This is an optimization exercise on Yosys and OpenROAD, whose aim is small area and a short achievable clock period, not a production implementation.

oak:
==> flow/design.v <==
`timescale 1 ns / 1 ps
`default_nettype none
module sf_aoi222(input wire a0, input wire b0, input wire a1, input wire b1,
                 input wire a2, input wire b2, output wire y);
    assign y = ~((a0 & b0) | (a1 & b1) | (a2 & b2));
endmodule
module sf_nand2(input wire a, input wire b, output wire y);
    assign y = ~(a & b);
endmodule
module sf_nand4(input wire a, input wire b, input wire c, input wire d, output wire y);
    assign y = ~(a & b & c & d);
endmodule
module sf_oai21(input wire a1, input wire a2, input wire b1, output wire y);
    assign y = ~((a1 | a2) & b1);
endmodule
module sf_nor2(input wire a, input wire b, output wire y);
    assign y = ~(a | b);
endmodule
module sf_row16(input wire [15:0] m, input wire [15:0] csel, input wire rsel,
                output wire y);
    wire [5:0] p;
    wire x1, x2;
    sf_aoi222 u0(.a0(m[0]),  .b0(csel[0]),  .a1(m[1]),  .b1(csel[1]),  .a2(m[2]),  .b2(csel[2]),  .y(p[0]));
    sf_aoi222 u1(.a0(m[3]),  .b0(csel[3]),  .a1(m[4]),  .b1(csel[4]),  .a2(m[5]),  .b2(csel[5]),  .y(p[1]));
    sf_aoi222 u2(.a0(m[6]),  .b0(csel[6]),  .a1(m[7]),  .b1(csel[7]),  .a2(m[8]),  .b2(csel[8]),  .y(p[2]));
    sf_aoi222 u3(.a0(m[9]),  .b0(csel[9]),  .a1(m[10]), .b1(csel[10]), .a2(m[11]), .b2(csel[11]), .y(p[3]));
    sf_aoi222 u4(.a0(m[12]), .b0(csel[12]), .a1(m[13]), .b1(csel[13]), .a2(m[14]), .b2(csel[14]), .y(p[4]));
    sf_nand2  u5(.a(m[15]), .b(csel[15]), .y(p[5]));
    sf_nand4  u6(.a(p[0]), .b(p[1]), .c(p[2]), .d(p[3]), .y(x1));
    sf_nand2  u7(.a(p[4]), .b(p[5]), .y(x2));
    sf_oai21  u8(.a1(x1), .a2(x2), .b1(rsel), .y(y));
endmodule
module sync_fifo
    #(
    parameter DATA_WIDTH = 8,
    parameter ADDR_WIDTH = 8
    )(
    clk,
    rst_n,
    wr_en,
    wr_full,
    wr_data,
    rd_en,
    rd_empty,
    rd_data
    );
    input wire clk;
    input wire rst_n;
    input wire wr_en;
    output wire wr_full;
    input wire [DATA_WIDTH-1:0] wr_data;
    input wire rd_en;
    output wire rd_empty;
    output reg [DATA_WIDTH-1:0] rd_data;
    wire [2047:0] memv;     
    reg [7:0] head;         
    reg [7:0] wr_ptr;
    reg [15:0] rc;          
    reg [15:0] rr;          
    reg [8:0] cnt;          
    reg full_r;             
    reg nempty_r;           
    reg one_r;              
    wire empty = ~nempty_r;
    wire enq = wr_en & ~full_r;
    wire deq = rd_en & nempty_r;
    assign wr_full  = full_r;
    assign rd_empty = ~nempty_r;
    wire [15:0] wrow_n, wcol_n;
    genvar i, r, c, b;
    generate
        for (i = 0; i < 16; i = i + 1) begin : g_wdec
            assign wrow_n[i] = ~(enq & (wr_ptr[7:4] == i));
            assign wcol_n[i] = ~(wr_ptr[3:0] == i);
        end
        for (r = 0; r < 16; r = r + 1) begin : g_wr
            for (c = 0; c < 16; c = c + 1) begin : g_wc
                wire we;
                reg [7:0] q;
                sf_nor2 u_we(.a(wrow_n[r]), .b(wcol_n[c]), .y(we));
                always @(posedge clk)
                    if (we) q <= wr_data;
                assign memv[(r*16+c)*8 +: 8] = q;
            end
        end
    endgenerate
    wire [15:0] ry [0:7];
    generate
        for (b = 0; b < 8; b = b + 1) begin : g_bit
            for (r = 0; r < 16; r = r + 1) begin : g_row
                wire [15:0] m;
                for (c = 0; c < 16; c = c + 1) begin : g_m
                    assign m[c] = memv[(r*16+c)*8 + b];
                end
                sf_row16 u_row(.m(m), .csel(rc), .rsel(rr[r]), .y(ry[b][r]));
            end
        end
    endgenerate
    wire [7:0] mem_nxt;
    generate
        for (b = 0; b < 8; b = b + 1) begin : g_or
            assign mem_nxt[b] = ~&ry[b];
        end
    endgenerate
    always @(posedge clk) begin
        if (empty | (deq & one_r))
            head <= wr_data;
        else if (deq)
            head <= mem_nxt;
        rd_data <= head;
    end
    wire [3:0] wc1 = wr_ptr[3:0] + 1'b1;
    wire [3:0] wr1 = wr_ptr[7:4] + (&wr_ptr[3:0]);
    always @(posedge clk) begin
        wr_ptr <= wr_ptr + enq;
        if (empty) begin
            rc <= 16'b1 << wc1;
            rr <= 16'b1 << wr1;
        end else if (deq) begin
            rc <= {rc[14:0], rc[15]};
            if (rc[15])
                rr <= {rr[14:0], rr[15]};
        end
    end
    wire cnt_is2   = (cnt == 9'd2);
    wire cnt_is255 = (cnt == 9'd255);
    always @(posedge clk or negedge rst_n) begin
        if (!rst_n) begin
            cnt      <= 9'd0;
            full_r   <= 1'b0;
            nempty_r <= 1'b0;
            one_r    <= 1'b0;
        end else begin
            case ({enq, deq})
                2'b10: begin
                    cnt      <= cnt + 1'b1;
                    full_r   <= cnt_is255;
                    nempty_r <= 1'b1;
                    one_r    <= empty;
                end
                2'b01: begin
                    cnt      <= cnt - 1'b1;
                    full_r   <= 1'b0;
                    nempty_r <= ~one_r;
                    one_r    <= cnt_is2;
                end
                default: ;
            endcase
        end
    end
endmodule
`resetall
export LEC_CHECK = 0
export CAP_MARGIN = 20
export CORE_MARGIN = 2
export CORE_UTILIZATION = 40
export CTS_CLUSTER_DIAMETER = 100
export CTS_CLUSTER_SIZE = 30
export SETUP_SLACK_MARGIN = 1.2
export SLEW_MARGIN = 20
export SYNTH_HIERARCHICAL = 1
create_clock -name core_clock -period 3.6 [get_ports {clk}]
run.sh (not shown) runs the stock make flow with config.mk's settings and CLKGATE_MAP_FILE= SYNTH_SCRIPT=/design/flow/synth_recipe.tcl, a recipe that flattens the netlist after the stock synthesis.
oak | status: complete | timing, DRC, antenna: pass
What birch does differently from oak at the input level:
Settings: CORE_UTILIZATION now 60, was 40; SETUP_SLACK_MARGIN now 1.6, was 1.2.
==> comparison <==
Maximum achievable frequency improves in birch relative to oak.
Max number of setup buffers added after CTS across birch and oak: birch
Lower number of core rows was reported by birch, not oak.
The total stage count of the critical path of birch is higher than that of oak.
Function was not checked in any run of this note: the RTL went through the layout flow alone.

==> afterwards: timing with drivers on the ports <==
The results above use ideal ports. As a check the final layouts listed here were re-extracted and re-timed, cells and wires unchanged.
Step 1, drivers: a clkbuf_16 drives clk and a buf_2 each remaining input, both assumed.
Step 2 moves the port delays by t, midway between the first and last clock arrival at a register: inputs arrive t later, outputs are due t later. That takes back most of the time a late clock gives input paths.
a / b / c = no drivers / after step 1 / after step 2; a / b = the first two.
run | t (ns) | setup WS [ns] | worst hold slack (ns)
oak | 0.810 | 0.396 / 0.396 / 0.396 | 0.362 / 0.304 / 0.492
birch | 0.786 | 0.446 / 0.446 / 0.446 | 0.393 / 0.350 / 0.425
After both steps setup and hold are still met in every run listed.
